What follows belongs to an exercise in optimizing a design on an open flow for small area; a production flow would make more cautious choices. Only simulation tests tie the RTL to the original design; equivalence was not proved. The clock input has no modelled driver; a real chip could not lean on it and would need a root buffer or a full tree. Power is estimated from default activity; no workload was simulated.

// DemoSequentialBreathing
module DemoSequentialBreathing #(
  parameter IN_CLK_HZ = 400000,
  parameter DEPTH = 6
) (
  input  nreset,
  input  clk,
  output osc_en,
  output led_0,
  output led0_oe,
  output led_1,
  output led1_oe,
  output led_2,
  output led2_oe,
  output led_3,
  output led3_oe,
  output led_4,
  output led4_oe,
  output led_5,
  output led5_oe,
  output led_6,
  output led6_oe,
  output led_7,
  output led7_oe
);
  assign osc_en  = 1'b1;
  assign led0_oe = 1'b1;
  assign led1_oe = 1'b1;
  assign led2_oe = 1'b1;
  assign led3_oe = 1'b1;
  assign led4_oe = 1'b1;
  assign led5_oe = 1'b1;
  assign led6_oe = 1'b1;
  assign led7_oe = 1'b1;
  localparam [17:0] R = 262144 - (IN_CLK_HZ / 2 + 1);
  reg [2:0]  ph;
  localparam [21:0] INV = 22'h001f80;
  reg [21:0] xs;
  wire [21:0] x = xs ^ INV;
  wire blink = ph[2];
  wire [1:0] q = ph[1:0];
  wire n0 = q == 2'b00;
  wire n1 = q == 2'b01;
  wire n2 = q == 2'b11;
  wire n3 = q == 2'b10;
  wire [22:0] cy;
  assign cy[0] = 1'b1;
  genvar g;
  generate
    for (g = 0; g < 22; g = g + 1) begin : chain
      assign cy[g+1] = cy[g] & x[g];
    end
  endgenerate
  wire [21:0] inc = x ^ cy[21:0];
  wire w7  = cy[7];     
  wire w18 = cy[18];    
  wire w22 = w18 && (&x[21:18]);    
  wire t_next  = !blink && x[21];                
  wire t_blink = t_next && n3;            
  wire p_wrap  = !blink && w7;                   
  wire h_wrap  = blink && w18;                   
  wire c_wrap  = blink && w22;                   
  wire r_end   = c_wrap && n3;            
  wire load_r  = h_wrap || t_blink;
  reg [21:0] force1;
  always @(*) begin
    force1 = 22'd0;
    force1[0]  = !n0;
    force1[1]  = blink && (n2 || n3);
    force1[2]  = blink && n3;
    force1[4]  = !blink && n3;
    force1[5]  = !blink && (n2 || n3);
    force1[6]  = !blink && (n2 || n3);
    force1[13] = !blink && (n0 || n1);
  end
  reg [21:0] clr;
  always @(*) begin
    clr = 22'd0;
    clr[6:0] = {7{t_next}};
    clr[13]  = t_next;
    clr[21]  = t_next;
    clr[0]   = t_next || r_end;
  end
  reg [21:0] set1;
  always @(*) begin
    set1 = 22'd0;
    set1[17:0] = {18{load_r}} & R;
  ...
Size: about 140 cells after synthesis, roughly 25 flip-flops, about 19 I/O pins, about 1200 um^2 of cells after synthesis.
==> module DemoSequentialBreathing, before the edit <==
module DemoSequentialBreathing #(
  parameter IN_CLK_HZ = 400000,
  parameter DEPTH = 6
) (
  input  nreset,
  input  clk,
  output osc_en,
  output led_0,
  output led0_oe,
  output led_1,
  output led1_oe,
  output led_2,
  output led2_oe,
  output led_3,
  output led3_oe,
  output led_4,
  output led4_oe,
  output led_5,
  output led5_oe,
  output led_6,
  output led6_oe,
  output led_7,
  output led7_oe
);
  assign osc_en  = 1'b1;
  assign led0_oe = 1'b1;
  assign led1_oe = 1'b1;
  assign led2_oe = 1'b1;
  assign led3_oe = 1'b1;
  assign led4_oe = 1'b1;
  assign led5_oe = 1'b1;
  assign led6_oe = 1'b1;
  assign led7_oe = 1'b1;
  localparam [17:0] R = 262144 - (IN_CLK_HZ / 2 + 1);
  reg [2:0]  ph;
  localparam [21:0] INV = 22'h001f80;
  reg [21:0] xs;
  wire [21:0] x = xs ^ INV;
  wire blink = ph[2];
  wire [1:0] q = ph[1:0];
  wire n0 = q == 2'b00;
  wire n1 = q == 2'b01;
  wire n2 = q == 2'b11;
  wire n3 = q == 2'b10;
  wire [22:0] cy;
  assign cy[0] = 1'b1;
  genvar g;
  generate
    for (g = 0; g < 22; g = g + 1) begin : chain
      assign cy[g+1] = cy[g] & x[g];
    end
  endgenerate
  wire [21:0] inc = x ^ cy[21:0];
  wire w7  = cy[7];     
  wire w18 = cy[18];    
  wire w22 = w18 && (&x[21:18]);    
  wire t_next  = !blink && x[21];                
  wire t_blink = t_next && n3;            
  wire p_wrap  = !blink && w7;                   
  wire h_wrap  = blink && w18;                   
  wire c_wrap  = blink && w22;                   
  wire r_end   = c_wrap && n3;            
  wire load_r  = h_wrap || t_blink;
  reg [21:0] force1;
  always @(*) begin
    force1 = 22'd0;
    force1[0]  = !n0;
    force1[1]  = blink && (n2 || n3);
    force1[2]  = blink && n3;
    force1[4]  = !blink && n3;
    force1[5]  = !blink && (n2 || n3);
    force1[6]  = !blink && (n2 || n3);
    force1[13] = !blink && (n0 || n1);
  end
  reg [21:0] clr;
  always @(*) begin
    clr = 22'd0;
    clr[6:0] = {7{t_next}};
    clr[13]  = t_next;
    clr[21]  = t_next;
    clr[0]   = t_next || r_end;
  end
  reg [21:0] set1;
  always @(*) begin
    set1 = 22'd0;
    set1[17:0] = {18{load_r}} & R;
    set1[0]  = load_r && !r_end;                        
    set1[1]  = h_wrap || p_wrap;                        
    set1[2]  = load_r || (p_wrap && n2) || (t_next && n1);
    set1[19] = c_wrap || t_blink;
    set1[20] = c_wrap || t_blink;
  end
  always @(posedge clk) begin
    if (!nreset) begin
      ph <= 3'd0;
      xs <= INV;
    end else begin
      xs <= (((inc | force1) & ~clr) | set1) ^ INV;
      if (t_next || c_wrap) ph <= {ph[2] | t_blink, q[0], ~q[1]};
    end
  end
  reg lt;
  integer j;
  always @(*) begin
    lt = 1'b0;
    for (j = 0; j < 6; j = j + 1)
      lt = (~x[7+j] & x[14+j]) | (~x[7+j] & lt) | (x[14+j] & lt);
  end
  wire pwm_on = x[20] ^ lt;
  assign led_0 = !blink && n0 && pwm_on;
  assign led_1 = !blink && n1 && pwm_on;
  assign led_2 = !blink && n2 && pwm_on;
  assign led_3 = !blink && n3 && pwm_on;
  wire r = x[18];
  assign led_4 = blink && (r || !n0);
  assign led_5 = blink && (n2 || n3 || (n1 && r));
  assign led_6 = blink && (n3 || (n2 && r));
  assign led_7 = blink && n3 && r;
endmodule
Settings: LEC_CHECK=0, CAP_MARGIN=20, CORE_MARGIN=2, CORE_UTILIZATION=40, CTS_BUF_LIST=sky130_fd_sc_hd__clkbuf_8, GPL_TIMING_DRIVEN=0, SLEW_MARGIN=20; clock period 5.0 ns.
standard.sh (not shown) runs the stock make flow with config.mk's settings and CLKGATE_MAP_FILE= SYNTH_SCRIPT=/design/flow/synth_recipe.tcl, a recipe that flattens the netlist after the stock synthesis.
==> flow/flow/run.sh <==
#!/bin/bash
# Layout flow: the standard flow (standard.sh), with these changes:
#  - synthesis maps the logic with an area-oriented ABC script (flow/area.abc)
#    in place of ORFS's; everything else in synthesis is the standard flow's own script;
#  - the port buffers are sky130_fd_sc_hd__buf_1;
#  - the clock tree is one clkbuf_16 driving all flip-flops (flow/post_cts.tcl),
#    with no dummy load cells;
#  - the constant outputs share one tie cell (SKIP_REPAIR_TIE_FANOUT);
set -euo pipefail
W=$PWD
{
  echo 'proc abc {args} {'
  echo '  set i [lsearch -exact $args -script]'
  echo "  if {\$i >= 0} { lset args [expr {\$i + 1}] $W/flow/area.abc }"
  echo '  yosys abc {*}$args'
  echo '}'
  cat "$W/synth_recipe.tcl"
} > "$W/area_synth.tcl"
bash "$W/standard.sh" SYNTH_SCRIPT="$W/area_synth.tcl" \
  "BUFFER_PORTS_ARGS=-buffer_cell sky130_fd_sc_hd__buf_1" \
  "CTS_ARGS=-sink_clustering_enable -repair_clock_nets -buf_list sky130_fd_sc_hd__clkbuf_8 -dont_use_dummy_load" \
  POST_CTS_TCL="$W/flow/post_cts.tcl" \
  SKIP_REPAIR_TIE_FANOUT=1 \
  REMOVE_ABC_BUFFERS=1 \
  finish > "$W/flow.log" 2>&1
Other scripts of this flow, unchanged in this note and not shown: flow/flow/area.abc, flow/flow/post_cts.tcl
Change:
--- a/flow/design.v
+++ b/flow/design.v
@@ -54,10 +54,9 @@
   wire w7  = cy[7];     
   wire w18 = cy[18];    
-  wire w22 = w18 && (&x[21:18]);    
   wire t_next  = !blink && x[21];                
   wire t_blink = t_next && n3;            
   wire p_wrap  = !blink && w7;                   
   wire h_wrap  = blink && w18;                   
-  wire c_wrap  = blink && w22;                   
+  wire c_wrap  = blink && w18 && x[21] && x[18];  
   wire r_end   = c_wrap && n3;            
   wire load_r  = h_wrap || t_blink;
@@ -78,5 +77,8 @@
     clr[6:0] = {7{t_next}};
     clr[13]  = t_next;
-    clr[21]  = t_next;
+    clr[21]  = t_next || c_wrap;
+    clr[18]  = c_wrap;
+    clr[19]  = c_wrap;
+    clr[20]  = c_wrap;
     clr[0]   = t_next || r_end;
   end
@@ -88,6 +90,4 @@
     set1[1]  = h_wrap || p_wrap;                        
     set1[2]  = load_r || (p_wrap && n2) || (t_next && n1);
-    set1[19] = c_wrap || t_blink;
-    set1[20] = c_wrap || t_blink;
   end
   always @(posedge clk) begin
The changed run went through all stages and came out clean.
Cell area came out lower by 0.49%.
Worst setup slack improved by 0.0089 ns.
Wire length came out lower by about 3%.
Critical path depth does not change.
Die area came out lower by about 0.47%.
Sequential power hardly moves.
Synthesized cell count came out lower by about 4%.
Sequential cell count is unchanged.
Power barely changes.
Register-to-register slack hardly moves.
Utilization came out lower by 0.21 points.
Non-clock buffer count is unchanged.
Combinational power barely changes.
Clock-buffer cell count is unchanged.

[re-timing with driven ports]
How much do the figures lean on ideal ports? The routed layouts below were timed once more, with nothing changed but the port constraints.
Step 1 sets driving cells, clkbuf_16 on the clock port and buf_2 on the other inputs (assumed; they add their load-dependent delay and slew).
Step 2 adds t to the input delays and takes it off the output delays; t is the mean of the earliest and latest rising clock arrival at the registers after step 1. Input paths then give back, and output paths get back, about the clock's delay inside the block.
a / b / c = no drivers / after step 1 / after step 2; a / b = the first two.
run | shift t [ns] | setup WS [ns] | clock arrival spread, ns
the first run | 0.184 | 0.588 / 0.588 / 0.588 | 0.003 / 0.002
the second run | 0.181 | 0.597 / 0.597 / 0.597 | 0.004 / 0.004
After both steps every run listed still meets setup and hold.
